Source: an optimization exercise on an open RTL-to-GDS flow (aim: a short achievable clock period and few clock cycles). Production flows keep margins and buffers that such runs may drop. Only simulation tests tie the RTL to the original design; equivalence was not proved. Power and IR drop assume default switching activity.

`flow/run.sh`:
```
#!/bin/bash
# The standard layout (standard.sh) with three changes to how it is made:
# the port buffers are buf_8 cells; after placement each output port's buffer
# is moved next to the flip-flop driving it (the long wire to the pin is then
# driven by the buffer); and the setup repair aims for slack beyond the clock
# period so that the achieved period shrinks.
set -euo pipefail
ARGS=(SETUP_SLACK_MARGIN=9.45 "BUFFER_PORTS_ARGS=-buffer_cell sky130_fd_sc_hd__buf_8")
bash standard.sh "${ARGS[@]}" place > standard_place.log 2>&1
RES_DIR=orfs/results/sky130hd/top/base openroad -no_init -exit flow/move_run.tcl > move_outbuf.log 2>&1
bash standard.sh "${ARGS[@]}" > standard_finish.log 2>&1
```
`flow/move_outbuf.tcl`:
```
# Move each output port's buffer next to the flip-flop that drives it, then
# legalize: the long wire to the pin is then driven by the buffer.
set block [ord::get_db_block]
set n 0
foreach term [$block getBTerms] {
  if { [$term getIoType] != "OUTPUT" } { continue }
  set net [$term getNet]
  foreach it [$net getITerms] {
    if { ![$it isOutputSignal] } { continue }
    set buf [$it getInst]
    foreach bit [$buf getITerms] {
      if { ![$bit isInputSignal] } { continue }
      set inet [$bit getNet]
      if { $inet == "NULL" } { continue }
      foreach dit [$inet getITerms] {
        if { ![$dit isOutputSignal] } { continue }
        set drv [$dit getInst]
        set loc [$drv getLocation]
        $buf setLocation [lindex $loc 0] [lindex $loc 1]
        incr n
      }
    }
  }
}
puts "moved $n output buffers"
```
`flow/move_run.tcl`:
```
# after placement: move each output port's buffer next to the flip-flop
# that drives it (see move_outbuf.tcl), legalize, and write the placement back
set r $::env(RES_DIR)
read_db $r/3_place.odb
source [file dirname [info script]]/move_outbuf.tcl
detailed_placement
check_placement
write_db $r/3_place.odb
```
`standard.sh`:
```
#!/bin/bash
# synth_recipe.tcl (not shown) runs the flow's synth.tcl, then flattens the netlist and writes it again
# the make line also repeats each setting of config.mk as NAME=value (left out here)
make -C /OpenROAD-flow-scripts/flow DESIGN_CONFIG=/design/flow/config.mk WORK_HOME=/design/flow/orfs CLKGATE_MAP_FILE= SYNTH_SCRIPT=/design/flow/synth_recipe.tcl "${@:-finish}"
```
`config.mk`:
```
export PLATFORM = sky130hd
export DESIGN_NAME = top
export DESIGN_NICKNAME = top
export VERILOG_FILES = /design/flow/design.v
export SDC_FILE = /design/flow/constraint.sdc
export NUM_CORES = 8
export LEC_CHECK = 0
export CAP_MARGIN = 20
export CORE_MARGIN = 2
export CORE_UTILIZATION = 55
export CTS_CLUSTER_DIAMETER = 150
export CTS_CLUSTER_SIZE = 22
export PLACE_DENSITY = 0.7
export SLEW_MARGIN = 20
export SYNTH_HIERARCHICAL = 1
```
`constraint.sdc`:
```
create_clock -name core_clock -period 13.0 [get_ports {clk}]
set_input_delay 2.6000 -clock core_clock [delete_from_list [all_inputs] [get_ports {clk}]]
set_output_delay 2.6000 -clock core_clock [all_outputs]
set_load 0.01 [all_outputs]
```
`design.v`:
```
module top (
	input clk,     
	input rst_n,   
	output wire [31:0] imem_addr,
	input  wire [31:0] imem_rdata,
	output wire [31:0] dmem_addr,
	output wire [31:0] dmem_wdata,
	output wire        dmem_we,
	input  wire [31:0] dmem_rdata
);
reg  [29:0] pcF;                  
reg  [29:0] pcO;                  
reg  [31:0] irD;
reg  [29:0] pcD;
reg         predD;
reg         vD;
reg  [31:0] s1D, s2D;             
reg  [31:0] sxD;                  
reg  [4:0]  rxD;                  
reg         bzD;                  
reg         zpD;                  
reg  [31:0] aE, bE, sE;           
reg  [29:0] altE;
reg  [4:0]  rdE;
reg         wrE, lmE, brE, stE, ldE, eldE, mulE, predE;
reg         addE, subE, andE, orE, sltE, oneE;
reg  [2:0]  fa, ha, ga;           
reg  [2:0]  fb, hb, gb, kb;       
reg  [2:0]  fs;                   
reg  [31:0] resM, resMx;           
reg  [4:0]  rdM;
reg         wrM, ldM, mulM;
reg  [191:0] mulv;                
reg  [31:0] daddrM, dwdataM;
reg         dweM;
reg  [31:0] resW, resWx;           
reg  [4:0]  rdW;
reg         wrW;
reg  [31:0] rf [1:31];
reg  [31:1] zf;                   
reg  [31:1] of;                   
wire [31:0] insF = imem_rdata;
wire [29:0] pc1F;
wire [21:0] hiP1F, hiM1F;
wire [31:0] s1F, s2F;
pc_inc     u_pcinc (.pc(pcF), .pc1(pc1F), .hip1(hiP1F), .him1(hiM1F));
dec5       u_dec1  (.a(insF[19:15]), .y(s1F));
dec5       u_dec2  (.a(insF[24:20]), .y(s2F));
wire        r1zF = insF[19:15] == 5'd0;
wire        r2zF = insF[24:20] == 5'd0;
wire [4:0]  rxF  = r2zF ? insF[19:15] : insF[24:20];
wire        bzF  = (insF[6:0] == 7'b1100011) & (r1zF | r2zF);
wire [31:0] sxF;
dec5       u_decx  (.a(rxF), .y(sxF));
wire        zdD;                
wire        predF, cF, cO;
wire [7:0]  tloF, eloF, tloO, eloO;
wire        pc1c = &pcF[7:0];
fetch_pred u_fpred (.ins(insF), .zd(zdD), .rd(irD[11:7]), .pred(predF));
fetch_tgt  u_ftF (.ins(insF), .pclo(pcF[7:0]), .pc1lo(pc1F[7:0]), .stall(stallD),
                  .c(cF), .tlo(tloF), .elo(eloF));
fetch_tgt  u_ftO (.ins(insF), .pclo(pcF[7:0]), .pc1lo(pc1F[7:0]), .stall(stallD),
                  .c(cO), .tlo(tloO), .elo(eloO));
wire [21:0] t1F, t0F, nphF, t1O, t0O, nphO, ctF, ctO;
hi_prep u_hpF (.sgn(insF[31]), .stall(stallD), .pc1c(pc1c), .hi(pcF[29:8]),
               .hip1(hiP1F), .him1(hiM1F), .t1(t1F), .t0(t0F), .nph(nphF));
hi_prep u_hpO (.sgn(insF[31]), .stall(stallD), .pc1c(pc1c), .hi(pcF[29:8]),
               .hip1(hiP1F), .him1(hiM1F), .t1(t1O), .t0(t0O), .nph(nphO));
mux2w #(.W(22)) u_cF (.s(cF), .a(t1F), .b(t0F), .y(ctF));
mux2w #(.W(22)) u_cO (.s(cO), .a(t1O), .b(t0O), .y(ctO));
assign imem_addr = {pcO, 2'b00};
wire [6:0] opD  = irD[6:0];
wire [4:0] rdD  = irD[11:7];
wire [2:0] f3D  = irD[14:12];
wire [4:0] rs1D = irD[19:15];
wire [4:0] rs2D = irD[24:20];
wire [6:0] f7D  = irD[31:25];
wire ldD  = opD == 7'b0000011;
wire stD  = opD == 7'b0100011;
wire rD   = opD == 7'b0110011;
wire iD   = opD == 7'b0010011;
wire brD  = opD == 7'b1100011;
wire jalD = opD == 7'b1101111;
wire aluD = rD | iD;
wire wrD = (ldD | aluD | jalD) & (rdD != 5'd0);
wire u1D = ldD | stD | aluD | brD;
wire u2D = stD | rD | brD;
wire immUseD = ldD | stD | iD | jalD;
wire eldD = ldD & (rs1D == 5'd0) & ~stE & ~ldE;
wire nldD = ldD & ~eldD;
wire f3_0 = f3D == 3'b000;
wire subD = rD & f3_0 & f7D[5];
wire mulD = rD & f3_0 & ~f7D[5] & f7D[0];
wire addD = (iD & f3_0) | (rD & f3_0 & ~f7D[5] & ~f7D[0]) | nldD | stD | jalD;
wire sltD = aluD & (f3D == 3'b010);
wire orD  = aluD & (f3D == 3'b110);
wire andD = aluD & (f3D == 3'b111);
wire oneD = aluD & ~f3_0 & (f3D != 3'b010) & (f3D != 3'b110) & (f3D != 3'b111);
wire [31:0] immID = {{20{irD[31]}}, irD[31:20]};
wire [31:0] immSD = {{20{irD[31]}}, irD[31:25], irD[11:7]};
wire [29:0] immBD = {{20{irD[31]}}, irD[7], irD[30:25], irD[11:9]};
wire [29:0] immJD = {{12{irD[31]}}, irD[19:12], irD[20], irD[30:22]};
wire [29:0] pc1D  = pcD + 30'd1;
wire [31:0] immD  = jalD ? {pc1D, 2'b00} : stD ? immSD : immID;
wire [29:0] altD  = predD ? pc1D : pcD + immBD;
wire [29:0] tgtD  = pcD + immJD;
wire [32*32-1:0] rf_flat;
wire [31:0] rfr1, rfr2;
rf_read u_rd1 (.sel(s1D), .rf_flat(rf_flat), .y(rfr1));
rf_read u_rd2 (.sel(s2D), .rf_flat(rf_flat), .y(rfr2));
wire byp1 = wrW & (rdW == rs1D);
wire byp2 = wrW & (rdW == rs2D);
wire [31:0] rf1 = byp1 ? resWx : rfr1;
wire [31:0] rf2 = byp2 ? resWx : rfr2;
genvar g;
generate
	assign rf_flat[31:0] = 32'd0;
	for (g = 1; g < 32; g = g + 1) begin : rff
		assign rf_flat[32*g +: 32] = rf[g];
	end
endgenerate
wire        zfF = s1F[0] | (|(s1F[31:1] & zf));
wire        ofF = |(s1F[31:1] & of);
wire        im0F = insF[31:20] == 12'h000;
wire        im1F = insF[31:20] == 12'hfff;
wire        zsF = (im0F & zfF) | (im1F & ofF);
wire        hzF = (vD & wrD & (rdD == insF[19:15])) | (wrE & (rdE == insF[19:15])) |
                  (wrM & (rdM == insF[19:15])) | (wrW & (rdW == insF[19:15]));
assign zdD = vD & iD & f3_0 & wrD & zpD;
wire stallD = vD & lmE & ((u1D & (rs1D == rdE)) | (u2D & (rs2D == rdE)));
wire [2:0] fa_n, ha_n, ga_n, fb_n, hb_n, gb_n, kb_n, fs_n;
src_sel u_sfa (.use_(u1D), .rs(rs1D), .wrE(wrE), .rdE(rdE), .wrM(wrM), .rdM(rdM), .sel(fa_n));
src_sel u_sha (.use_(u1D), .rs(rs1D), .wrE(wrE), .rdE(rdE), .wrM(wrM), .rdM(rdM), .sel(ha_n));
src_sel u_sga (.use_(u1D), .rs(rs1D), .wrE(wrE), .rdE(rdE), .wrM(wrM), .rdM(rdM), .sel(ga_n));
src_sel u_sfb (.use_(u2D & ~immUseD), .rs(rs2D), .wrE(wrE), .rdE(rdE), .wrM(wrM), .rdM(rdM), .sel(fb_n));
src_sel u_shb (.use_(u2D & ~immUseD), .rs(rs2D), .wrE(wrE), .rdE(rdE), .wrM(wrM), .rdM(rdM), .sel(hb_n));
src_sel u_sgb (.use_(u2D & ~immUseD), .rs(rs2D), .wrE(wrE), .rdE(rdE), .wrM(wrM), .rdM(rdM), .sel(gb_n));
src_sel u_skb (.use_(u2D & ~immUseD), .rs(rs2D), .wrE(wrE), .rdE(rdE), .wrM(wrM), .rdM(rdM), .sel(kb_n));
src_sel u_sfs (.use_(stD), .rs(rs2D), .wrE(wrE), .rdE(rdE), .wrM(wrM), .rdM(rdM), .sel(fs_n));
wire [31:0] A, Ah, Am, B, Bh, S;
fwd3 u_fa  (.sm(fa[0]), .sw(fa[1]), .s0(fa[2]), .vm(resM), .vw(resW), .v0(aE), .y(A));
fwd3 u_fah (.sm(ha[0]), .sw(ha[1]), .s0(ha[2]), .vm(resMx), .vw(resWx), .v0(aE), .y(Ah));
fwd3 u_fam (.sm(ga[0]), .sw(ga[1]), .s0(ga[2]), .vm(resMx), .vw(resWx), .v0(aE), .y(Am));
fwd3 u_fb  (.sm(fb[0]), .sw(fb[1]), .s0(fb[2]), .vm(resM), .vw(resW), .v0(bE), .y(B));
fwd3 u_fbh (.sm(hb[0]), .sw(hb[1]), .s0(hb[2]), .vm(resMx), .vw(resWx), .v0(bE), .y(Bh));
fwd3 u_fs  (.sm(fs[0]), .sw(fs[1]), .s0(fs[2]), .vm(resMx), .vw(resWx), .v0(sE), .y(S));
wire [31:0] resE, sumE;
wire        zresE;
wire [31:0] aluE;
wire        zaluE;
alu_core u_alu (.a(A), .b(B), .ah(Ah), .bh(Bh),
                .op_add(addE), .op_sub(subE), .op_and(andE), .op_or(orE),
                .op_slt(sltE), .op_one(oneE),
                .res(aluE), .sum(sumE), .zero(zaluE));
wire [31:0] resEx;
res_or u_ro  (.alu(aluE), .ld(eldE), .rdata(dmem_rdata), .y(resE));
res_or u_rox (.alu(aluE), .ld(eldE), .rdata(dmem_rdata), .y(resEx));
wire [31:0] Aa, Ba, addrE;
wire        unused_ca;
fwd3 u_faa (.sm(fa[0]), .sw(fa[1]), .s0(fa[2]), .vm(resMx), .vw(resWx), .v0(aE), .y(Aa));
fwd3 u_fba (.sm(fb[0]), .sw(fb[1]), .s0(fb[2]), .vm(resMx), .vw(resWx), .v0(bE), .y(Ba));
ks_add32 u_addr (.a(Aa), .b(Ba), .cin(1'b0), .s(addrE), .cout(unused_ca));
assign zresE = zaluE;
wire unkE = sltE | lmE | eldE;
wire eqE    = Ah == Bh;
wire redirE = brE & (eqE != predE);
wire [31:0] Bml, Bmh;
wire [47:0] encl, ench;
fwd3 u_fbml (.sm(gb[0]), .sw(gb[1]), .s0(gb[2]), .vm(resMx), .vw(resWx), .v0(bE), .y(Bml));
fwd3 u_fbmh (.sm(kb[0]), .sw(kb[1]), .s0(kb[2]), .vm(resMx), .vw(resWx), .v0(bE), .y(Bmh));
booth_enc u_encl (.b(Bml), .e(encl));
booth_enc u_ench (.b(Bmh), .e(ench));
wire [191:0] mulvE;
mul_part1 u_mul1 (.a(Am), .el(encl), .eh(ench), .v(mulvE));
wire [31:0] mulres;
mul_part2 u_mul2 (.v(mulv), .p(mulres));
wire [31:0] resWn, resWxn;
w_sel u_ws  (.mul(mulM), .mulres(mulres), .ld(ldM), .rdata(dmem_rdata), .res(resMx), .y(resWn));
w_sel u_wsx (.mul(mulM), .mulres(mulres), .ld(ldM), .rdata(dmem_rdata), .res(resMx), .y(resWxn));
wire fromE = wrE & (rdE == rxD);
wire fromM = wrM & (rdM == rxD);
wire fromW = wrW & (rdW == rxD);
wire zresM, zW;
zero32 u_zm  (.x(resMx), .z(zresM));
zero32 u_zw  (.x(resWx), .z(zW));
wire oW;
zero32 u_ow  (.x(resWx ^ 32'd1), .z(oW));
wire zfx    = sxD[0] | (|(sxD[31:1] & zf));
wire zOth   = fromM ? zresM : fromW ? zW : zfx;
wire unkM   = fromM & (mulM | ldM);
wire unkD   = fromE ? unkE : unkM;
wire resolvD = vD & bzD & ~unkD;
wire redirBD;
wire bzsE   = vD & bzD & fromE & ~unkE;
wire bzearly = vD & bzD & ~fromE & ~unkM & (zOth ^ predD);
late_sel u_rbd (.s(bzsE), .late(zresE ^ predD), .early(bzearly), .y(redirBD));
wire redirJD = vD & jalD & ~predD;
wire redirD  = redirBD | redirJD;
wire takeX, takeF1, takeF2, takeO1, takeO2;
wire [29:0] npcF, npcO;
wire [29:0] xpc = redirE ? altE : jalD ? tgtD : altD;
wire tk_early = bzearly | redirJD;
take_calc u_tk  (.brE(brE), .eqE(eqE), .predE(predE), .bzsE(bzsE), .zE(zresE), .predD(predD),
                 .early(tk_early), .take(takeX));
take_calc u_tkf1 (.brE(brE), .eqE(eqE), .predE(predE), .bzsE(bzsE), .zE(zresE), .predD(predD),
                  .early(tk_early), .take(takeF1));
take_calc u_tkf2 (.brE(brE), .eqE(eqE), .predE(predE), .bzsE(bzsE), .zE(zresE), .predD(predD),
                  .early(tk_early), .take(takeF2));
take_calc u_tko1 (.brE(brE), .eqE(eqE), .predE(predE), .bzsE(bzsE), .zE(zresE), .predD(predD),
                  .early(tk_early), .take(takeO1));
take_calc u_tko2 (.brE(brE), .eqE(eqE), .predE(predE), .bzsE(bzsE), .zE(zresE), .predD(predD),
                  .early(tk_early), .take(takeO2));
wire [29:0] othF, othO;
wire [29:0] ordF = {nphF, eloF};
wire [29:0] ordO = {nphO, eloO};
mux2w #(.W(15)) u_othF1 (.s(takeF1), .a(xpc[14:0]),  .b(ordF[14:0]),  .y(othF[14:0]));
mux2w #(.W(15)) u_othF2 (.s(takeF2), .a(xpc[29:15]), .b(ordF[29:15]), .y(othF[29:15]));
mux2w #(.W(15)) u_othO1 (.s(takeO1), .a(xpc[14:0]),  .b(ordO[14:0]),  .y(othO[14:0]));
mux2w #(.W(15)) u_othO2 (.s(takeO2), .a(xpc[29:15]), .b(ordO[29:15]), .y(othO[29:15]));
wire tpF1, tpF2, tpO1, tpO2;
pred_tp u_tpF1 (.ins(insF), .stall(stallD), .zd(zdD), .rd(irD[11:7]), .take(takeF1), .tp(tpF1));
pred_tp u_tpF2 (.ins(insF), .stall(stallD), .zd(zdD), .rd(irD[11:7]), .take(takeF2), .tp(tpF2));
pred_tp u_tpO1 (.ins(insF), .stall(stallD), .zd(zdD), .rd(irD[11:7]), .take(takeO1), .tp(tpO1));
pred_tp u_tpO2 (.ins(insF), .stall(stallD), .zd(zdD), .rd(irD[11:7]), .take(takeO2), .tp(tpO2));
wire [29:0] tgtF = {ctF, tloF};
wire [29:0] tgtO = {ctO, tloO};
mux2w #(.W(15)) u_nF1 (.s(tpF1), .a(tgtF[14:0]),  .b(othF[14:0]),  .y(npcF[14:0]));
mux2w #(.W(15)) u_nF2 (.s(tpF2), .a(tgtF[29:15]), .b(othF[29:15]), .y(npcF[29:15]));
mux2w #(.W(15)) u_nO1 (.s(tpO1), .a(tgtO[14:0]),  .b(othO[14:0]),  .y(npcO[14:0]));
mux2w #(.W(15)) u_nO2 (.s(tpO2), .a(tgtO[29:15]), .b(othO[29:15]), .y(npcO[29:15]));
wire killD = ~vD | stallD | redirE;
always @(posedge clk or negedge rst_n) begin
	if (~rst_n) begin
		pcF <= 30'd0;
		pcO <= 30'd0;
		vD  <= 1'b0;
	end else begin
		pcF <= npcF;
		pcO <= npcO;
		vD  <= ~takeX & (vD | ~stallD);
	end
end
always @(posedge clk) begin
	if (~stallD) begin
		irD   <= insF;
		pcD   <= pcF;
		predD <= predF;
		s1D   <= s1F;
		s2D   <= s2F;
		sxD   <= sxF;
		rxD   <= rxF;
		bzD   <= bzF;
		zpD   <= zsF & ~hzF;
	end
end
always @(posedge clk or negedge rst_n) begin
	if (~rst_n) begin
		wrE <= 1'b0; lmE <= 1'b0; brE <= 1'b0; stE <= 1'b0;
		ldE <= 1'b0; eldE <= 1'b0; mulE <= 1'b0;
	end else begin
		wrE  <= wrD & ~killD;
		lmE  <= (nldD | mulD) & wrD & ~killD;
		brE  <= brD & ~resolvD & ~killD;
		stE  <= stD & ~killD;
		ldE  <= nldD & ~killD;
		eldE <= eldD & ~killD;
		mulE <= mulD & ~killD;
	end
end
always @(posedge clk) begin
	aE <= jalD ? 32'd0 : rf1;
	bE <= immUseD ? immD : rf2;
	sE <= rf2;
	altE <= altD;
	rdE <= rdD;
	predE <= predD;
	addE <= addD; subE <= subD; andE <= andD; orE <= orD;
	sltE <= sltD; oneE <= oneD;
	fa <= fa_n; ha <= ha_n; ga <= ga_n;
	fb <= fb_n; hb <= hb_n; gb <= gb_n; kb <= kb_n;
	fs <= fs_n;
end
always @(posedge clk or negedge rst_n) begin
	if (~rst_n) begin
		wrM <= 1'b0; ldM <= 1'b0; mulM <= 1'b0; dweM <= 1'b0;
		wrW <= 1'b0;
	end else begin
		wrM  <= wrE;
		ldM  <= ldE;
		mulM <= mulE;
		dweM <= stE;
		wrW  <= wrM;
	end
end
always @(posedge clk) begin
	resM  <= resE;
	resMx <= resEx;
	rdM  <= rdE;
	mulv <= mulvE;
	daddrM  <= eldD ? immID : addrE;
	dwdataM <= S;
	resW  <= resWn;
	resWx <= resWxn;
	rdW  <= rdM;
end
integer i;
always @(posedge clk or negedge rst_n) begin
	if (~rst_n) begin
		for (i = 1; i < 32; i = i + 1) rf[i] <= 32'd0;
		zf <= {31{1'b1}};
		of <= {31{1'b0}};
	end else if (wrW) begin
		rf[rdW] <= resWx;
		zf[rdW] <= zW;
		of[rdW] <= oW;
	end
end
assign dmem_addr  = daddrM;
assign dmem_wdata = dwdataM;
assign dmem_we    = dweM;
endmodule
module ks_pg (
	input  [31:0] a,
	input  [31:0] b,
	input         cin,
	output [31:0] g,
	output [31:0] p,      
	output [31:0] h       
);
wire [31:0] ab;
xorv #(.W(32)) u_h (.a(a), .b(b), .y(h));
andv #(.W(32)) u_g (.a(a), .b(b), .y(ab));
assign g = {ab[31:1], ab[0] | (h[0] & cin)};
assign p = {h[31:1], 1'b0};
endmodule
module xorv #(
	parameter W = 1
) (
	input  [W-1:0] a,
	input  [W-1:0] b,
	output [W-1:0] y
);
assign y = a ^ b;
endmodule
module andv #(
	parameter W = 1
) (
	input  [W-1:0] a,
	input  [W-1:0] b,
	output [W-1:0] y
);
assign y = a & b;
endmodule
module ks_lvl #(
	parameter D = 1
) (
	input  [31:0] gi,
	input  [31:0] pi,
	output [31:0] go,
	output [31:0] po
);
assign go = {gi[31:D] | (pi[31:D] & gi[31-D:0]), gi[D-1:0]};
assign po = {pi[31:D] & pi[31-D:0], pi[D-1:0]};
endmodule
module ks_sum (
	input  [31:0] h,
	input  [31:0] g,      
	input         cin,
	output [31:0] s,
	output        cout
);
assign s = h ^ {g[30:0], cin};
assign cout = g[31];
endmodule
module ks_add32 (
	input  [31:0] a,
	input  [31:0] b,
	input         cin,
	output [31:0] s,
	output        cout
);
wire [31:0] g0, p0, h, g1, p1, g2, p2, g3, p3, g4, p4, g5, p5;
ks_pg            u0 (.a(a), .b(b), .cin(cin), .g(g0), .p(p0), .h(h));
ks_lvl #(.D(1))  u1 (.gi(g0), .pi(p0), .go(g1), .po(p1));
ks_lvl #(.D(2))  u2 (.gi(g1), .pi(p1), .go(g2), .po(p2));
ks_lvl #(.D(4))  u3 (.gi(g2), .pi(p2), .go(g3), .po(p3));
ks_lvl #(.D(8))  u4 (.gi(g3), .pi(p3), .go(g4), .po(p4));
ks_lvl #(.D(16)) u5 (.gi(g4), .pi(p4), .go(g5), .po(p5));
ks_sum           u6 (.h(h), .g(g5), .cin(cin), .s(s), .cout(cout));
endmodule
module ks_add8 (
	input  [7:0] a,
	input  [7:0] b,
	output [7:0] s,
	output       cout
);
wire [7:0] h = a ^ b;
wire [7:0] g0 = a & b;
wire [7:0] p0 = {h[7:1], 1'b0};
wire [7:0] g1, p1, g2, p2, g3, p3;
ks_lvl8 #(.D(1)) u1 (.gi(g0), .pi(p0), .go(g1), .po(p1));
ks_lvl8 #(.D(2)) u2 (.gi(g1), .pi(p1), .go(g2), .po(p2));
ks_lvl8 #(.D(4)) u3 (.gi(g2), .pi(p2), .go(g3), .po(p3));
assign s = h ^ {g3[6:0], 1'b0};
assign cout = g3[7];
endmodule
module ks_lvl8 #(
	parameter D = 1
) (
	input  [7:0] gi,
	input  [7:0] pi,
	output [7:0] go,
	output [7:0] po
);
assign go = {gi[7:D] | (pi[7:D] & gi[7-D:0]), gi[D-1:0]};
assign po = {pi[7:D] & pi[7-D:0], pi[D-1:0]};
endmodule
module pc_inc (
	input  [29:0] pc,
	output [29:0] pc1,        
	output [21:0] hip1,       
	output [21:0] him1        
);
assign pc1  = pc + 30'd1;
assign hip1 = pc[29:8] + 22'd1;
assign him1 = pc[29:8] - 22'd1;
endmodule
module fetch_tgt (
	input  [31:0] ins,
	input  [7:0]  pclo,
	input  [7:0]  pc1lo,      
	input         stall,
	output        c,          
	output [7:0]  tlo,        
	output [7:0]  elo         
);
wire [7:0] sJ, sB;
wire       cJ, cB;
ks_add8 u_aj (.a(pclo), .b(ins[29:22]), .s(sJ), .cout(cJ));
ks_add8 u_ab (.a(pclo), .b({ins[29:25], ins[11:9]}), .s(sB), .cout(cB));
assign c   = ins[2] ? cJ : cB;
assign tlo = ins[2] ? sJ : sB;
assign elo = stall ? pclo : pc1lo;
endmodule
module fetch_pred (
	input  [31:0] ins,
	input         zd,         
	input  [4:0]  rd,
	output        pred
);
wire isjal = ins[6:0] == 7'b1101111;
wire isbr  = ins[6:0] == 7'b1100011;
wire sgn   = ins[31];
wire smallJ = (ins[30] == sgn) & (ins[20] == sgn) & (ins[19:12] == {8{sgn}});
wire smallB = (ins[30] == sgn) & (ins[7] == sgn);
wire zt;
zcmp u_zt (.rs1(ins[19:15]), .rs2(ins[24:20]), .rd(rd), .zd(zd), .y(zt));
assign pred = (isjal & smallJ) | (isbr & smallB & ((ins[19:15] == ins[24:20]) | sgn | zt));
endmodule
module pred_tp (
	input  [31:0] ins,
	input         stall,
	input         zd,
	input  [4:0]  rd,
	input         take,       
	output        tp
);
wire isjal = ins[6:0] == 7'b1101111;
wire isbr  = ins[6:0] == 7'b1100011;
wire j1, j0, b1, b0;      
andall #(.N(10)) u_j1 (.x({ins[30], ins[20], ins[19:12]}), .y(j1));
andall #(.N(10)) u_j0 (.x(~{ins[30], ins[20], ins[19:12]}), .y(j0));
andall #(.N(2))  u_b1 (.x({ins[30], ins[7]}), .y(b1));
andall #(.N(2))  u_b0 (.x(~{ins[30], ins[7]}), .y(b0));
wire p1 = ~stall & ((isjal & j1) | (isbr & b1));
wire eq, zt, p0;
eq5 u_eq (.a(ins[19:15]), .b(ins[24:20]), .y(eq));
zcmp u_zt (.rs1(ins[19:15]), .rs2(ins[24:20]), .rd(rd), .zd(zd), .y(zt));
ao21 u_p0 (.a(~stall & isbr & b0), .b(eq | zt), .c(~stall & isjal & j0), .y(p0));
wire p;
mux2w #(.W(1)) u_p (.s(ins[31]), .a(p1), .b(p0), .y(p));
andn2 u_tp (.a(p), .b(take), .y(tp));
endmodule
module allsame #(
	parameter N = 2
) (
	input  [N-1:0] x,
	input          s,
	output         y
);
wire [N-1:0] e;
xnorv #(.W(N)) u_e (.a(x), .b({N{s}}), .y(e));
andall #(.N(N)) u_a (.x(e), .y(y));
endmodule
module xnorv #(
	parameter W = 1
) (
	input  [W-1:0] a,
	input  [W-1:0] b,
	output [W-1:0] y
);
assign y = ~(a ^ b);
endmodule
module andall #(
	parameter N = 2
) (
	input  [N-1:0] x,
	output         y
);
assign y = &x;
endmodule
module andn2 (
	input  a,
	input  b,
	output y
);
assign y = a & ~b;
endmodule
module zcmp (
	input  [4:0] rs1,
	input  [4:0] rs2,
	input  [4:0] rd,
	input        zd,
	output       y
);
wire e, z;
eq5   u_e (.a(rs1), .b(rd), .y(e));
zero5 u_z (.a(rs2), .y(z));
assign y = zd & e & z;
endmodule
module zero5 (
	input  [4:0] a,
	output       y
);
assign y = ~(a[0] | a[1] | a[2] | a[3] | a[4]);
endmodule
module eq5 (
	input  [4:0] a,
	input  [4:0] b,
	output       y
);
assign y = a == b;
endmodule
module ao21 (
	input  a,
	input  b,
	input  c,
	output y
);
assign y = (a & b) | c;
endmodule
module hi_prep (
	input         sgn,
	input         stall,
	input         pc1c,       
	input  [21:0] hi,
	input  [21:0] hip1,
	input  [21:0] him1,
	output [21:0] t1,
	output [21:0] t0,
	output [21:0] nph
);
assign nph = (~stall & pc1c) ? hip1 : hi;
assign t1  = sgn ? hi : hip1;
assign t0  = sgn ? him1 : hi;
endmodule
module mux2w #(
	parameter W = 1
) (
	input          s,
	input  [W-1:0] a,
	input  [W-1:0] b,
	output [W-1:0] y
);
assign y = s ? a : b;
endmodule
module pc_next (
	input         take,
	input  [29:0] xpc,
	input  [29:0] fpc,
	output [29:0] npc
);
assign npc = take ? xpc : fpc;
endmodule
module rf_read (
	input  [31:0]      sel,
	input  [32*32-1:0] rf_flat,
	output [31:0]      y
);
reg [31:0] acc;
integer i;
always @(*) begin
	acc = 32'd0;
	for (i = 0; i < 32; i = i + 1)
		acc = acc | ({32{sel[i]}} & rf_flat[32*i +: 32]);
end
assign y = acc;
endmodule
module dec5 (
	input  [4:0]  a,
	output [31:0] y
);
assign y = 32'd1 << a;
endmodule
module fwd3 #(
	parameter W = 32
) (
	input          sm, sw, s0,
	input  [W-1:0] vm, vw, v0,
	output [W-1:0] y
);
wire [W-1:0] nm, nw, n0;
nand2v #(.W(W)) u_m (.a({W{sm}}), .b(vm), .y(nm));
nand2v #(.W(W)) u_w (.a({W{sw}}), .b(vw), .y(nw));
nand2v #(.W(W)) u_0 (.a({W{s0}}), .b(v0), .y(n0));
nand3v #(.W(W)) u_y (.a(nm), .b(nw), .c(n0), .y(y));
endmodule
module nand2v #(
	parameter W = 1
) (
	input  [W-1:0] a,
	input  [W-1:0] b,
	output [W-1:0] y
);
assign y = ~(a & b);
endmodule
module nand3v #(
	parameter W = 1
) (
	input  [W-1:0] a,
	input  [W-1:0] b,
	input  [W-1:0] c,
	output [W-1:0] y
);
assign y = ~(a & b & c);
endmodule
module late_sel (
	input  s,
	input  late,
	input  early,
	output y
);
assign y = s ? late : early;
endmodule
module src_sel (
	input        use_,
	input  [4:0] rs,
	input        wrE,
	input  [4:0] rdE,
	input        wrM,
	input  [4:0] rdM,
	output [2:0] sel
);
wire m = use_ & wrE & (rdE == rs);
wire w = use_ & wrM & (rdM == rs) & ~m;
assign sel = {~m & ~w, w, m};
endmodule
module take_calc (
	input  brE, eqE, predE,
	input  bzsE, zE, predD,
	input  early,
	output take
);
assign take = (brE & (eqE ^ predE)) | (bzsE ? (zE ^ predD) : early);
endmodule
module res_or (
	input  [31:0] alu,
	input         ld,
	input  [31:0] rdata,
	output [31:0] y
);
assign y = alu | ({32{ld}} & rdata);
endmodule
module w_sel (
	input         mul,
	input  [31:0] mulres,
	input         ld,
	input  [31:0] rdata,
	input  [31:0] res,
	output [31:0] y
);
assign y = mul ? mulres : ld ? rdata : res;
endmodule
module csa_level #(
	parameter N_IN = 3
) (
	input  [32*N_IN-1:0] din,
	output [32*(N_IN-N_IN/3)-1:0] dout
);
localparam G = N_IN / 3;
localparam R = N_IN - 3*G;
genvar g;
generate
	for (g = 0; g < G; g = g + 1) begin : grp
		wire [31:0] x = din[32*(3*g)   +: 32];
		wire [31:0] y = din[32*(3*g+1) +: 32];
		wire [31:0] z = din[32*(3*g+2) +: 32];
		wire [31:0] t, s, m;
		xorv #(.W(32)) u_t (.a(x), .b(y), .y(t));
		xorv #(.W(32)) u_s (.a(t), .b(z), .y(s));
		csa_carry      u_m (.x(x), .y(y), .t(t), .z(z), .m(m));
		assign dout[32*(2*g)   +: 32] = s;
		assign dout[32*(2*g+1) +: 32] = {m[30:0], 1'b0};
	end
	for (g = 0; g < R; g = g + 1) begin : rest
		assign dout[32*(2*G+g) +: 32] = din[32*(3*G+g) +: 32];
	end
endgenerate
endmodule
module csa_carry (
	input  [31:0] x,
	input  [31:0] y,
	input  [31:0] t,
	input  [31:0] z,
	output [31:0] m
);
assign m = (x & y) | (t & z);
endmodule
module alu_core (
	input  [31:0] a,              
	input  [31:0] b,
	input  [31:0] ah,             
	input  [31:0] bh,
	input         op_add, op_sub, op_and, op_or, op_slt, op_one,
	output [31:0] res,
	output [31:0] sum,
	output        zero
);
wire [31:0] diff;
wire        nborrow, unused;
ks_add32 u_add (.a(a), .b(b), .cin(1'b0), .s(sum), .cout(unused));
ks_add32 u_sub (.a(ah), .b(~bh), .cin(1'b1), .s(diff), .cout(nborrow));
assign res = ({32{op_add}} & sum)
           | ({32{op_sub}} & diff)
           | ({32{op_and}} & (ah & bh))
           | ({32{op_or}}  & (ah | bh))
           | {31'd0, (op_slt & ~nborrow) | op_one};
wire zadd = (ah ^ bh) == {ah[30:0] | bh[30:0], 1'b0};
assign zero = (op_add & zadd) | (op_sub & (ah == bh)) | (op_and & ((ah & bh) == 32'd0))
            | (op_or & ((ah | bh) == 32'd0));
endmodule
module zero_sum (
	input  [31:0] a,
	input  [31:0] b,
	output        z
);
assign z = (a ^ b) == {a[30:0] | b[30:0], 1'b0};
endmodule
module zero32 (
	input  [31:0] x,
	output        z
);
assign z = x == 32'd0;
endmodule
module booth_enc (
	input  [31:0] b,
	output [47:0] e
);
wire [32:0] bx = {b, 1'b0};
genvar k;
generate
	for (k = 0; k < 16; k = k + 1) begin : dg
		wire x2 = bx[2*k+2];
		wire x1 = bx[2*k+1];
		wire x0 = bx[2*k];
		assign e[k]      = x1 ^ x0;
		assign e[16 + k] = (x2 & ~x1 & ~x0) | (~x2 & x1 & x0);
		assign e[32 + k] = x2 & ~(x1 & x0);
	end
endgenerate
endmodule
module mul_part1 (
	input  [31:0]  a,
	input  [47:0]  el,
	input  [47:0]  eh,
	output [191:0] v
);
wire [32*17-1:0] pp;
wire [31:0] a2 = {a[30:0], 1'b0};
genvar k;
generate
	for (k = 0; k < 16; k = k + 1) begin : ppg
		wire [31:0] one = {{16{eh[k]}}, {16{el[k]}}};
		wire [31:0] two = {{16{eh[16 + k]}}, {16{el[16 + k]}}};
		wire [31:0] neg = {{16{eh[32 + k]}}, {16{el[32 + k]}}};
		wire [31:0] mag = (one & a) | (two & a2);
		wire [31:0] p   = mag ^ neg;
		assign pp[32*k +: 32] = p << (2*k);
	end
endgenerate
wire [31:0] corr;
generate
	for (k = 0; k < 16; k = k + 1) begin : cg
		assign corr[2*k]   = el[32 + k];
		assign corr[2*k+1] = 1'b0;
	end
endgenerate
assign pp[32*16 +: 32] = corr;
wire [32*12-1:0] l1;
wire [32*8-1:0]  l2;
csa_level #(.N_IN(17)) c1 (.din(pp), .dout(l1));
csa_level #(.N_IN(12)) c2 (.din(l1), .dout(l2));
csa_level #(.N_IN(8))  c3 (.din(l2), .dout(v));
endmodule
module mul_part2 (
	input  [191:0] v,
	output [31:0]  p
);
wire [32*4-1:0] m1;
wire [32*3-1:0] m2;
wire [32*2-1:0] m3;
wire unused;
csa_level #(.N_IN(6)) c4 (.din(v), .dout(m1));
csa_level #(.N_IN(4)) c5 (.din(m1), .dout(m2));
csa_level #(.N_IN(3)) c6 (.din(m2), .dout(m3));
ks_add32 u_add (.a(m3[31:0]), .b(m3[63:32]), .cin(1'b0), .s(p), .cout(unused));
endmodule
```
==> flow_summary.yaml, run 1 <==
synthesis:
  post_synth.cell_area_avg_um2: 9.90
  netlist_area_um2: 128000
  ys_warn_count: 9
  syn_inst: 12975
pwr:
  p_leak_nw: 71.2
  combPwrFrac_pct: 68.2
  p_sw_share_pct: 45.9
  internal_power_mw: 17.4
  pwr-share-clk_pct: 10.8
  p_seq_share_pct: 21.0
  p_switching_mw: 14.7
  power_density_nw_per_um2: 220
  ir_drop_v: 0.00102
worst_setup_path:
  cp-start-kind: "flop"
  slowest_delay_ps: 690
  worstSetupPathType: "reg -> reg"
  required_ps: 13710
  worstPathArrival_ps: 4790
  slowest_stage: "dfxtp_2"
  worstPathCellList: "nand2_1 -> nand3_2 -> inv_1 -> ha_1 -> nor4_2 -> nand4_1 -> nor3_1 -> a41oi_2 -> nand3_4 -> xor2_1 -> a221o_1 -> buf_8 -> nor2b_4 -> buf_12 -> mux2_4"
  crit_fanout: 16
  end_kind: "flop"
  r2r_cells: 15
route:
  drt_iter0_drc: 17071
  wl_um: 537000
  drc_errors: 0
  wl_per_cell_um: 32.6
  vias: 112912
  antenna_left: 0
  drtPass1Iterations: 14
  vias_per_cell: 6.86
timing:
  slew_violations: 0
  tns_ps: 0
  fin_crit_sh_pct: 31.4
  relSlewSlack_pct: 26.3
  hold_viol: 0
  worst_pin_slew_ps: 1110
  clock_skew_ps: 69.7
  period_minus_slack_ps: 4090
  rsz0062_at_grt: "true"
  finalSetupViolations: 0
  fmax_mhz: 245
global_routing:
  antenna_found_initial: 64
  grt_pass1_vias: 107672
  track_usage_pct: 42.6
  grt_max_degree: 120
  overflow: 0
  grt_first_pass_wirelength_um: 746000
clock_network:
  cts_sinks: 1849
  htree_levels: 3
  cts_made_buffers: 94
  clock_latency_ps: 860
  clockBufferDepth: 3
  cts.reportedPaths.clkPinSlew_ps: 100
  cts-root-buf: "clkbuf_16"
  cts_tree: "done"
floorplanning:
  die_area_um2: 237000
  num_io_pins: 163
  die_w_um: 487
  die_y_um: 487
  initial_core_util_pct: 55.2
  rows: 177
  core_um2: 233000
layout:
  syn2layout_area_growth_pct: 13.4
  final_area_um2: 146000
  final_net_count: 13552
  drive_above_1_share_pct: 26.5
worst_hold_path:
  hold_class: "reg -> reg"
  hold_path_depth: 0
placement:
  gp_congestion: 1.08
  hpwl_um: 349000
  placed_cell_area_um2: 132000
  portBuffers: 160
run:
  maxCapViolCount: 0
run_status:
  status: "finished clean"
[power groups by stage]
stage	Sequential (mW)	Clock [mW]	Combinational, mW
2_1_floorplan	6.57	0	10.3
3_3_place_gp	6.79	0	13.2
3_5_place_dp	6.80	0	13.3
4_1_cts	6.69	3.46	18.0
5_1_grt	6.77	3.66	22.5
6_report	6.74	3.46	21.9
[metal layers]
metal | track usage [%] | share of wire (%)
met5 | 1.59 | 0.18
met3 | 16.0 | 13
met1 | 52.1 | 36
met4 | 28.5 | 8.6
met2 | 62.4 | 42
[per-stage QoR]
stage	utilization [%]	hold WS (ps)	worst slack, ps	power (mW)	std cells
4_1_cts	60.8	340	8970	28.2	16231
6_report	62.7	340	8910	32.1	16455
5_1_grt	62.6	375	8930	32.9	16421
2_1_floorplan	-	331	8120	16.9	13519
3_3_place_gp	56.6	333	7850	20.0	15803
3_5_place_dp	56.6	337	7780	20.1	15803
[layout by cell type (no fill, tap or decap), types with 291 or more instances in the layout]
master / count
dfxtp_1: 367
buf_4: 510
mux2_2: 1145
and2_1: 520
xor2_1: 1248
a21o_1: 665
conb_1: 555
xnor2_1: 435
nand3_1: 296
nand4_1: 344
a22o_1: 455
dfrtp_1: 1093
nand2_1: 1135
a22oi_1: 1268
mux2_4: 291
[what timing repair did]
action,in CTS,in global routing
setup buffers,244,161
pin swaps,274,292
cloned,32,15
gates resized for setup,898,540
endpoints found under the setup margin,1346,875
hold endpoints to repair,0,0
hold buffers,0,0
[area by class of cell]
cell class              count  area [µm²]
diodes                     47         118
clock buffers             143        2580
clock inverters             9         203
fillers                 18657       86900
inverters                 149         586
multi-input cells       10351       83900
flip-flops and latches   1849       44700
well taps                3043        3810
repair buffers            864        9850
[worst paths after layout]
kind                            slack (ps)   endpoint    from
worst max-delay path                  8910    pcF[28]  bE[15]
worst min-delay path                   340       mulM    mulE
worst max register to register        8910    pcF[28]  bE[15]
worst min register to register         340       mulM    mulE
max in group asynchronous             9720    pcO[25]   rst_n
min in group asynchronous             1690  rf[13][2]   rst_n
[registers in the layout, indices dropped and copies added, names as in the netlist, 32 cells and up]
name / cells
resW: 32
irD: 32
bE: 32
resMx: 32
sE: 32
mulv: 192
s2D: 32
daddrM: 32
resM: 32
s1D: 32
sxD: 32
aE: 32
resWx: 32
rf: 992
dwdataM: 32
[critical path: cells and delay by family (launching register included)]
| kind | cells | cell delay (ps) |
|---|---|---|
| xor gates and xnor gates | 1 | 100 |
| adders and majority gates | 1 | 350 |
| AOI/OAI and AO/OA | 2 | 440 |
| DFF | 1 | 690 |
| buffers and inverters | 3 | 500 |
| and+or+nand+nor | 7 | 1550 |
| muxes | 1 | 310 |
Testbench counts, summed over its fixed seeds: cycles 19,925.
==> inputs of run 2 (changes only) <==
--- a/design.v
+++ b/design.v
@@ -523,23 +523,18 @@
 	input        zd,
 	output       y
 );
-wire e, z;
-eq5   u_e (.a(rs1), .b(rd), .y(e));
-zero5 u_z (.a(rs2), .y(z));
-assign y = zd & e & z;
-endmodule
-module zero5 (
-	input  [4:0] a,
-	output       y
-);
-assign y = ~(a[0] | a[1] | a[2] | a[3] | a[4]);
+wire [9:0] e;
+xnorv #(.W(10)) u_e (.a({rs1, rs2}), .b({rd, 5'd0}), .y(e));
+andall #(.N(11)) u_a (.x({e, zd}), .y(y));
 endmodule
 module eq5 (
 	input  [4:0] a,
 	input  [4:0] b,
 	output       y
 );
-assign y = a == b;
+wire [4:0] e;
+xnorv #(.W(5)) u_e (.a(a), .b(b), .y(e));
+andall #(.N(5)) u_a (.x(e), .y(y));
 endmodule
 module ao21 (
 	input  a,
--- a/config.mk
+++ b/config.mk
@@ -9,7 +9,7 @@
 export CORE_MARGIN = 2
 export CORE_UTILIZATION = 55
 export CTS_CLUSTER_DIAMETER = 150
-export CTS_CLUSTER_SIZE = 22
+export CTS_CLUSTER_SIZE = 20
 export PLACE_DENSITY = 0.7
 export SLEW_MARGIN = 20
 export SYNTH_HIERARCHICAL = 1
==> flow_summary.yaml, run 2 <==
run_status:
  status: "finished clean"
layout:
  final_area_um2: 148000
  stdcell_count: 16599
  syn2layout_area_growth_pct: 15.0
  drive_above_1_share_pct: 27.3
  largest_register_ffs: 992
  mostFrequentLayoutCell: "a22oi_1"
  final_net_count: 13674
  regMostFlops: "rf"
  final_cell_mix: "a22oi_1 (1262), xor2_1 (1223), mux2_2 (1153)"
  top_regs: "rf (992), mulv (192)"
worst_setup_path:
  r2r_cells: 15
  r2r_setup_slack_ps: 8990
  cp-start-kind: "flop"
  worstSetupPathType: "reg -> reg"
  end_kind: "flop"
  crit_fanout: 8
  reg2reg_to: "pcO[29]"
  worstPathArrival_ps: 4730
  required_ps: 13720
  r2r-start: "ha[2]"
pwr:
  p_seq_share_pct: 20.7
  p_sw_share_pct: 45.9
  combPwrFrac_pct: 68.1
  internal_power_mw: 17.6
  p_switching_mw: 14.9
  ir_drop_v: 0.00117
  pwr-share-clk_pct: 11.2
  p_leak_nw: 72.0
  power_density_nw_per_um2: 220
synthesis:
  netlist_area_um2: 129000
  ys_warn_count: 9
  post_synth.cell_area_avg_um2: 9.90
  syn_inst: 13004
global_routing:
  track_usage_pct: 42.9
  grt_pass1_vias: 108637
  antenna_found_initial: 54
  grt_first_pass_wirelength_um: 750000
  grt_max_degree: 116
  overflow: 0
route:
  wl_um: 540000
  vias: 113182
  antenna_left: 0
  wl_per_cell_um: 32.5
  drtPass1Iterations: 21
  drt_iter0_drc: 16953
  drc_errors: 0
  vias_per_cell: 6.82
timing:
  fin_crit_sh_pct: 30.9
  hold_viol: 0
  fmax_mhz: 249
  worst_pin_slew_ps: 1180
  finalSetupViolations: 0
  tns_ps: 0
  period_minus_slack_ps: 4010
  slew_violations: 0
  relSlewSlack_pct: 21.2
  rsz0062_at_grt: "true"
  clock_skew_ps: 89.4
floorplanning:
  initial_core_util_pct: 55.3
  die_area_um2: 238000
  die_y_um: 488
  core_um2: 233000
  num_io_pins: 163
  die_w_um: 488
  rows: 177
clock_network:
  cts_made_buffers: 103
  clockBufferDepth: 3
  cts.reportedPaths.clkPinSlew_ps: 90
  htree_levels: 3
  cts_tree: "done"
  cts_sinks: 1849
  cts-root-buf: "clkbuf_16"
  clock_latency_ps: 880
placement:
  placed_cell_area_um2: 132000
  gp_congestion: 1.08
  hpwl_um: 346000
  dpl.cell_count: 15858
  portBuffers: 160
worst_hold_path:
  hold_class: "reg -> reg"
  hold_path_depth: 0
  min_from: "mulE"
  min_to: "mulM"
run:
  maxCapViolCount: 0
run 2: cell count changes in the layout (fill, tap and decap cells not counted), moves of 17 or more:
cell	previous run	this run
ha_1	110	93
ha_4	51	73
conb_1	555	580
xor2_1	1248	1223
and2_1	520	500
xnor2_1	435	466
buf_12	60	79
and2_4	38	56
buf_4	510	542
run 2: area by class of cell:
class / instances / area, µm²
Timing Repair Buffer: 926 / 10700
Clock buffer: 162 / 2840
Antenna cell: 60 / 150
Clock inverter: 8 / 178
Fill cell: 18303 / 84600
Multi-Input combinational cell: 10402 / 84900
Tap cell: 3043 / 3810
Inverter: 149 / 587
Sequential cell: 1849 / 44700
run 2: worst max path at each step:
stage             start   endpoint  slack (ps)  depth (start not counted)
6_report          ha[2]    pcO[29]        8990                         15
4_1_cts            dweM    dmem_we        8990                          1
3_3_place_gp      ha[1]    pcF[29]        7530                         14
3_5_place_dp      ha[1]    pcO[12]        7590                         10
2_1_floorplan   irD[20]    pcF[10]        8120                         14
5_1_grt        mulv[15]  resWx[18]        8950                         16
run 2: per-stage QoR:
step                hold WS, ps  power, mW  setup WS [ps]  util, %
global placement            336       19.9           7530     56.7
floorplan                   331       16.9           8120        -
CTS                         355       28.8           8990     61.4
global route                381       33.4           8950     63.6
finish                      356       32.6           8990     63.6
detailed placement          335       20.1           7590     56.7
run 2: worst max-delay path, stage by stage, from the launching register on:
cell and delay (ps):
dfxtp_4 420, clkbuf_16 210, nand2_4 90, nand3_4 90, inv_2 80, ha_4 130
nand4_1 110, or4_1 550, nor4_2 280, a41oi_2 180, nand3_4 300, xor2_2 130
a221o_4 460, nor2b_4 260, buf_12 190, mux2_2 340
run 2: power by group through the flow:
stage | sequential [mW] | combinational (mW) | clock, mW
2_1_floorplan | 6.57 | 10.4 | 0
3_3_place_gp | 6.78 | 13.2 | 0
3_5_place_dp | 6.79 | 13.3 | 0
4_1_cts | 6.68 | 18.5 | 3.64
5_1_grt | 6.76 | 22.8 | 3.85
6_report | 6.73 | 22.2 | 3.65
run 2: what timing repair did:
action,in CTS,in global routing
gates resized for setup,948,629
pin swaps,263,339
endpoints found under the setup margin,1101,948
gates cloned,38,21
hold buffers,0,0
buffers inserted,266,184
run 2: metal layers:
layer	vias up	track usage (%)	wire length, µm
met5	-	0.776	1070
met3	2271	15.7	70100
li1	46712	-	-
met1	56103	51.1	192000
met4	54	31.6	50900
met2	8042	63.1	226000
Testbench counts of run 2, summed over its fixed seeds: cycles 19,925.
==> inputs of run 3 (changes only) <==
--- a/design.v
+++ b/design.v
@@ -186,7 +186,9 @@
 wire oW;
 zero32 u_ow  (.x(resWx ^ 32'd1), .z(oW));
 wire zfx    = sxD[0] | (|(sxD[31:1] & zf));
-wire zOth   = fromM ? zresM : fromW ? zW : zfx;
+wire zWd;
+zero32 u_zwd (.x(resWx), .z(zWd));
+wire zOth   = fromM ? zresM : fromW ? zWd : zfx;
 wire unkM   = fromM & (mulM | ldM);
 wire unkD   = fromE ? unkE : unkM;
 wire resolvD = vD & bzD & ~unkD;
==> flow_summary.yaml, run 3 <==
layout:
  largest_register_ffs: 992
  drive_above_1_share_pct: 27.6
  stdcell_count: 16719
  mostFrequentLayoutCell: "a22oi_1"
  final_net_count: 13711
  top_regs: "rf (992), mulv (192)"
  regMostFlops: "rf"
  final_cell_mix: "a22oi_1 (1275), xor2_1 (1189), nand2_1 (1134)"
  syn2layout_area_growth_pct: 15.2
  final_area_um2: 148000
  utilization_pct: 63.7
  fill_cells: 18376
timing:
  finalSetupViolations: 0
  period_minus_slack_ps: 4040
  fin_crit_sh_pct: 31.1
  hold_ws_ps: 356
  slew_violations: 0
  tns_ps: 0
  relSlewSlack_pct: 20.2
  hold_viol: 0
  rsz0062_at_grt: "true"
  worst_pin_slew_ps: 1200
  clock_skew_ps: 71.7
  fmax_mhz: 247
  setup_ws_ps: 8960
worst_setup_path:
  crit_fanout: 4
  end_kind: "flop"
  r2r-start: "mulv[54]"
  cp-start-kind: "flop"
  startpoint: "mulv[54]"
  r2r_setup_slack_ps: 8960
  required_ps: 13720
  worstSetupPathType: "reg -> reg"
  worstPathArrival_ps: 4760
floorplanning:
  core_um2: 233000
  die_w_um: 488
  die_y_um: 488
  rows: 177
  die_area_um2: 238000
  initial_core_util_pct: 55.3
  num_io_pins: 163
run_status:
  status: "finished clean"
route:
  vias: 113861
  drc_errors: 0
  vias_per_cell: 6.81
  wl_um: 542000
  drt_iter0_drc: 17737
  wl_per_cell_um: 32.4
  antenna_left: 0
  drtPass1Iterations: 28
clock_network:
  cts.reportedPaths.clkPinSlew_ps: 100
  clockBufferDepth: 3
  cts_sinks: 1849
  htree_levels: 3
  cts_made_buffers: 103
  clock_latency_ps: 860
  cts-root-buf: "clkbuf_16"
  cts_tree: "done"
  ctsHoldBuffers: 0
global_routing:
  grt_pass1_vias: 108368
  antenna_found_initial: 64
  grt_max_degree: 137
  track_usage_pct: 43.0
  grt_first_pass_wirelength_um: 753000
  overflow: 0
worst_hold_path:
  hold_class: "reg -> reg"
  min_from: "mulE"
placement:
  gp_congestion: 1.08
  dpl.cell_count: 15951
  portBuffers: 160
  dp_worst_setup_slack_ps: 7610
  placed_cell_area_um2: 132000
  hpwl_um: 349000
pwr:
  ir_drop_v: 0.000935
  finalPower_mw: 31.8
  p_leak_nw: 72.3
  power_density_nw_per_um2: 214
synthesis:
  netlist_area_um2: 129000
  post_synth.cell_area_avg_um2: 9.89
  syn_inst: 13020
  ys_warn_count: 9
run:
  maxCapViolCount: 0
## run 3: cell type report
cell class / instances / area [µm²] / share of cell area [%]
multi-input combinational: 10428 / 85300 / 57.5
clock buffer: 159 / 2800 / 1.89
clock inverter: 10 / 186 / 0.126
timing repair buffer: 941 / 10800 / 7.27
inverter: 145 / 571 / 0.385
sequential: 1849 / 44700 / 30.1
tap: 3132 / 3920 / 2.64
antenna: 55 / 138 / 0.0928
## run 3: worst max-delay path, cell delays in order, from the launching register on
cell     delay (ps)
dfxtp_2         390
xor2_2          210
xor2_1          390
xor2_2          280
xor2_1          330
xor2_2          160
buf_4           170
a22o_1          250
xor2_2          210
a21o_1          200
a21o_1          240
a21o_1          180
a21o_1          160
a21o_4          220
xor2_4          300
nand2_1         110
o21ai_2         150
## run 3: what timing repair did
action | CTS | global route
endpoints found under the setup margin | 1233 | 1046
pin swaps | 296 | 343
buffers inserted | 300 | 183
resized for setup | 1073 | 520
gates cloned | 45 | 16
## run 3: final timing paths
path                              end  cells past startpoint
min in group asynchronous  rf[27][27]                      1
hold / removal                   mulM                      0
setup / recovery            resWx[26]                     16
setup reg to reg            resWx[26]                     16
hold reg to reg                  mulM                      0
max in group asynchronous  rf[20][31]                      3
## run 3: report_power, final
part	internal, mW	switching, mW
Clock	1.50	2.10
Combinational	9.47	12.0
Sequential	6.18	0.552
Total	17.2	14.6
## run 3: layer usage
| metal | vias up | part of all wire [%] | wire [µm] | track usage (%) |
|---|---|---|---|---|
| li1 | 46880 | - | - | - |
| met1 | 56317 | 36 | 195000 | 52.3 |
| met2 | 8269 | 42 | 226000 | 62.8 |
| met3 | 2353 | 13 | 70300 | 15.5 |
| met4 | 42 | 9.1 | 49500 | 30.4 |
| met5 | - | 0.17 | 946 | 1.39 |
Testbench counts of run 3, summed over its fixed seeds: cycles 19,925.
==> inputs of run 4 (changes only) <==
--- a/config.mk
+++ b/config.mk
@@ -7,9 +7,9 @@
 export LEC_CHECK = 0
 export CAP_MARGIN = 20
 export CORE_MARGIN = 2
-export CORE_UTILIZATION = 55
+export CORE_UTILIZATION = 48
 export CTS_CLUSTER_DIAMETER = 150
 export CTS_CLUSTER_SIZE = 20
-export PLACE_DENSITY = 0.7
+export PLACE_DENSITY = 0.65
 export SLEW_MARGIN = 20
 export SYNTH_HIERARCHICAL = 1
==> flow_summary.yaml, run 4 <==
run_status:
  status: "finished clean"
layout:
  syn2layout_area_growth_pct: 16.1
  top_regs: "rf (992), mulv (192)"
  drive_above_1_share_pct: 28.3
  final_net_count: 13764
  mostFrequentLayoutCell: "a22oi_1"
  utilization_pct: 55.9
  largest_register_ffs: 992
  regMostFlops: "rf"
  stdcell_count: 17169
  register_area_um2: 44700
  fill_cells: 23147
  final_cell_mix: "a22oi_1 (1265), xor2_1 (1208), mux2_2 (1128)"
  multi_input_area_um2: 85400
clock_network:
  htree_levels: 3
  cts_tree: "done"
  ctsHoldBuffers: 0
  cts_sinks: 1849
  cts_made_buffers: 103
  cts.reportedPaths.clkPinSlew_ps: 110
  clockBufferDepth: 3
  clock_latency_ps: 870
  cts-root-buf: "clkbuf_16"
timing:
  worst_pin_slew_ps: 1090
  relSlewSlack_pct: 27.2
  fin_crit_sh_pct: 30.9
  rsz0062_at_grt: "true"
  period_minus_slack_ps: 4020
  hold_viol: 0
  hold_ws_ps: 363
  slew_violations: 0
  finalSetupViolations: 0
  tns_ps: 0
  clock_skew_ps: 120
  fmax_mhz: 249
route:
  wl_um: 551000
  drt_iter0_drc: 16333
  drc_errors: 0
  wl_per_cell_um: 32.1
  antenna_left: 0
  vias: 112504
  drtPass1Iterations: 17
  vias_per_cell: 6.55
worst_setup_path:
  startpoint: "dweM"
  r2r-start: "hb[2]"
  crit_buf_inv: 1
  cp_top_family: "flip-flops"
  slowest_stage: "dfrtp_1"
  crit_fanout: 1
  required_ps: 10400
  cp-start-kind: "flop"
  slowest_delay_ps: 410
  worstSetupPathType: "reg -> out"
  worstPathArrival_ps: 1420
  worstPathCellList: "buf_8"
  end_kind: "output port"
floorplanning:
  core_um2: 267000
  die_y_um: 522
  rows: 190
  num_io_pins: 163
  die_w_um: 522
  die_area_um2: 272000
  initial_core_util_pct: 48.1
pwr:
  p_leak_nw: 72.6
  power_density_nw_per_um2: 214
  ir_drop_v: 0.000893
global_routing:
  grt_first_pass_wirelength_um: 765000
  antenna_found_initial: 53
  grt_max_degree: 191
  grt_pass1_vias: 107005
  overflow: 0
  track_usage_pct: 38.2
synthesis:
  ys_warn_count: 9
  netlist_area_um2: 129000
  post_synth.cell_area_avg_um2: 9.89
  syn_inst: 13020
worst_hold_path:
  min_from: "mulE"
  hold_class: "reg -> reg"
run:
  maxCapViolCount: 0
placement:
  hpwl_um: 357000
  dpl.cell_count: 16403
  portBuffers: 160
  gp_congestion: 1.05
## run 4: per-stage QoR
stage | instance area (µm²) | worst slack, ps | power, mW
2_1_floorplan | 131000 | 8120 | 16.9
3_3_place_gp | 133000 | 7510 | 20.1
3_5_place_dp | 133000 | 7550 | 20.2
4_1_cts | 144000 | 8950 | 29.2
5_1_grt | 149000 | 8950 | 33.1
6_report | 149000 | 8980 | 31.9
## run 4: layout make-up
class / instances / area share (%)
Multi-Input combinational cell: 10426 / 57.2
Antenna cell: 32 / 0.0536
Inverter: 145 / 0.386
Sequential cell: 1849 / 29.9
Clock buffer: 159 / 1.89
Timing Repair Buffer: 996 / 7.49
Tap cell: 3552 / 2.97
Clock inverter: 10 / 0.110
## run 4: per-layer routing
metal	vias up	track usage [%]	part of all wire (%)
met1	56170	47.1	37
li1	46978	-	-
met2	7426	56.9	42
met3	1895	13.2	12
met5	-	0.176	0.070
met4	35	24.6	8.2
## run 4: final timing paths
| kind | end | slack, ps | depth (start not counted) |
|---|---|---|---|
| max reg2reg | pcO[1] | 9040 | 18 |
| min | mulM | 360 | 0 |
| min in group asynchronous | rf[8][13] | 1660 | 1 |
| max in group asynchronous | rf[4][19] | 9660 | 3 |
| max | dmem_we | 8980 | 1 |
| min reg2reg | mulM | 360 | 0 |
## run 4: report_power, final
group | switching, mW | total [mW] | internal (mW)
Combinational | 11.9 | 21.6 | 9.69
Clock | 2.10 | 3.64 | 1.54
Sequential | 0.525 | 6.70 | 6.18
## run 4: what timing repair did
action | in CTS | in global routing
gates resized for setup | 1069 | 575
setup endpoints to repair | 1064 | 797
pin swaps | 279 | 326
gates cloned | 39 | 26
setup buffers | 278 | 220
==> inputs of run 5 (changes only) <==
--- a/config.mk
+++ b/config.mk
@@ -7,9 +7,9 @@
 export LEC_CHECK = 0
 export CAP_MARGIN = 20
 export CORE_MARGIN = 2
-export CORE_UTILIZATION = 48
+export CORE_UTILIZATION = 44
 export CTS_CLUSTER_DIAMETER = 150
 export CTS_CLUSTER_SIZE = 20
-export PLACE_DENSITY = 0.65
+export PLACE_DENSITY = 0.62
 export SLEW_MARGIN = 20
 export SYNTH_HIERARCHICAL = 1
==> flow_summary.yaml, run 5 <==
layout:
  mostFrequentLayoutCell: "a22oi_1"
  regMostFlops: "rf"
  multi_input_area_um2: 84000
  register_area_um2: 44700
  syn2layout_area_growth_pct: 15.0
  final_net_count: 13667
  fill_cells: 26409
  drive_above_1_share_pct: 26.5
  top_regs: "rf (992), mulv (192)"
  largest_register_ffs: 992
  final_cell_mix: "a22oi_1 (1277), xor2_1 (1240), nand2_1 (1165)"
route:
  drt_iter0_drc: 15934
  antenna_left: 2
  wl_um: 533000
  drtPass1Iterations: 14
  wl_per_cell_um: 30.5
  drc_errors: 0
  vias: 109943
  vias_per_cell: 6.31
worst_hold_path:
  min_to: "mulM"
  min_from: "mulE"
  hold_class: "reg -> reg"
  hold_path_depth: 0
clock_network:
  cts_made_buffers: 103
  cts-root-buf: "clkbuf_16"
  ctsHoldBuffers: 0
  clock_latency_ps: 860
  htree_levels: 3
  clockBufferDepth: 3
  cts_tree: "done"
  cts.reportedPaths.clkPinSlew_ps: 100
  cts_sinks: 1849
timing:
  clock_skew_ps: 85.3
  slew_violations: 0
  relSlewSlack_pct: 18.0
  hold_viol: 0
  period_minus_slack_ps: 4070
  fin_crit_sh_pct: 31.3
  tns_ps: 0
  finalSetupViolations: 0
  setup_ws_ps: 8930
  hold_ws_ps: 366
  worst_pin_slew_ps: 1230
  rsz0062_at_grt: "true"
  fmax_mhz: 246
global_routing:
  grt_max_degree: 142
  antenna_found_initial: 60
  grt_pass1_vias: 101826
  overflow: 0
  grt_first_pass_wirelength_um: 734000
  track_usage_pct: 33.8
floorplanning:
  die_y_um: 545
  die_w_um: 545
  die_area_um2: 297000
  num_io_pins: 163
  rows: 198
  core_um2: 291000
  initial_core_util_pct: 44.2
pwr:
  ir_drop_v: 0.00110
  p_leak_nw: 71.8
  power_density_nw_per_um2: 203
worst_setup_path:
  end_kind: "flop"
  worstPathArrival_ps: 4810
  r2r-start: "hb[2]"
  reg2reg_to: "pcF[23]"
  r2r_cells: 19
  cp-start-kind: "flop"
  crit_fanout: 8
  required_ps: 13740
  r2r_setup_slack_ps: 8930
  worstSetupPathType: "reg -> reg"
placement:
  gp_congestion: 1.00
  dp_worst_setup_slack_ps: 7850
  hpwl_um: 340000
  portBuffers: 160
synthesis:
  syn_inst: 13020
  netlist_area_um2: 129000
  ys_warn_count: 9
  post_synth.cell_area_avg_um2: 9.89
run_status:
  status: "complete, but fails checks"
  so_faults: "antenna rules"
run:
  maxCapViolCount: 0
[run 5: final cells by class]
cell class / instances / area share, %
antenna: 54 / 0.0913
clock buffer: 151 / 1.86
clock inverter: 11 / 0.121
inverter: 145 / 0.380
multi-input combinational: 10422 / 56.7
sequential: 1849 / 30.2
tap: 3900 / 3.30
timing repair buffer: 903 / 7.28
[run 5: per-stage QoR]
stage / util [%] / std cells / power, mW / cell area [µm²]
CTS: 49.3 / 17174 / 26.9 / 143000
finish: 50.8 / 17435 / 30.0 / 148000
floorplan: - / 13584 / 16.9 / 131000
detailed placement: 45.7 / 16740 / 19.7 / 133000
global route: 50.8 / 17406 / 31.2 / 148000
global placement: 45.7 / 16740 / 19.6 / 133000
[run 5: timing repair]
item                       in CTS  in global routing
pin swaps                     217                329
setup endpoints to repair    1201                843
cloned                         46                 23
buffers inserted              226                184
gates resized for setup       977                497
[run 5: worst max-delay path, stage by stage, from the launching register on]
cell       delay, ps
dfxtp_4          390
buf_6            140
buf_16           150
nand2_4           80
nand3_4          120
inv_4             90
ha_4             130
nand4_1          120
or4_4            570
nor4_4           230
a41oi_2          170
nand3_4          190
buf_6            140
buf_6             90
xor2_1            60
a221o_1          380
buf_12           150
nor2b_4          220
clkbuf_16        220
mux2_4           300
[run 5: worst max path at each step]
stage | from | to | depth (start not counted)
floorplan | irD[20] | pcF[10] | 14
global placement | imem_rdata[17] | zpD | 10
detailed placement | rst_n | mulM | 3
CTS | pcO[17] | imem_addr[19] | 1
global route | hb[2] | pcF[23] | 19
finish | hb[2] | pcF[23] | 19
[run 5: routing by layer]
layer	track usage, %	vias up	share of wire, %
met4	19.8	40	7.7
li1	-	46784	-
met1	43.3	54494	38
met5	0.114	-	0.069
met2	49.4	6832	41
met3	11.3	1793	13
[run 5: report_power, final]
part	switching (mW)	leakage (nW)	total [mW]	internal [mW]
Combinational	10.9	48.2	19.7	8.82
Clock	2.10	1.41	3.60	1.50
Sequential	0.513	22.2	6.69	6.17

==> static timing again, ports no longer ideal <==
In the flow no input, the clock included, has a driving cell. The finished layouts below were timed again as built, in two steps.
Step 1: set_driving_cell puts a clkbuf_16 on clk and a buf_2 on each other input, an assumption about the parent block.
Step 2 moves the port delays by t, midway between the first and last clock arrival at a register: inputs arrive t later, outputs are due t later. That takes back most of the time a late clock gives input paths.
Slacks: ideal / step 1 / step 2; pairs: ideal / step 1.
run	shift t [ns]	slack for setup (ns)	hold slack, ns	worst register clock-pin slew, ns	cell pins on the clock port's net
run 1	0.928	8.915 / 8.910 / 7.988	0.340 / 0.340 / 0.340	0.12 / 0.12	1
run 2	0.942	8.989 / 8.902 / 8.129	0.356 / 0.356 / 0.356	0.11 / 0.11	1
run 3	0.925	8.955 / 8.892 / 8.056	0.356 / 0.356 / 0.356	0.11 / 0.11	1
run 4	0.914	8.981 / 8.880 / 8.127	0.363 / 0.363 / 0.363	0.11 / 0.11	1
run 5	0.925	8.928 / 8.894 / 7.994	0.366 / 0.366 / 0.366	0.11 / 0.11	1
For run 5, which loses most, drivers alone change the setup slack by -0.034 ns; drivers and shift together by -0.934 ns.
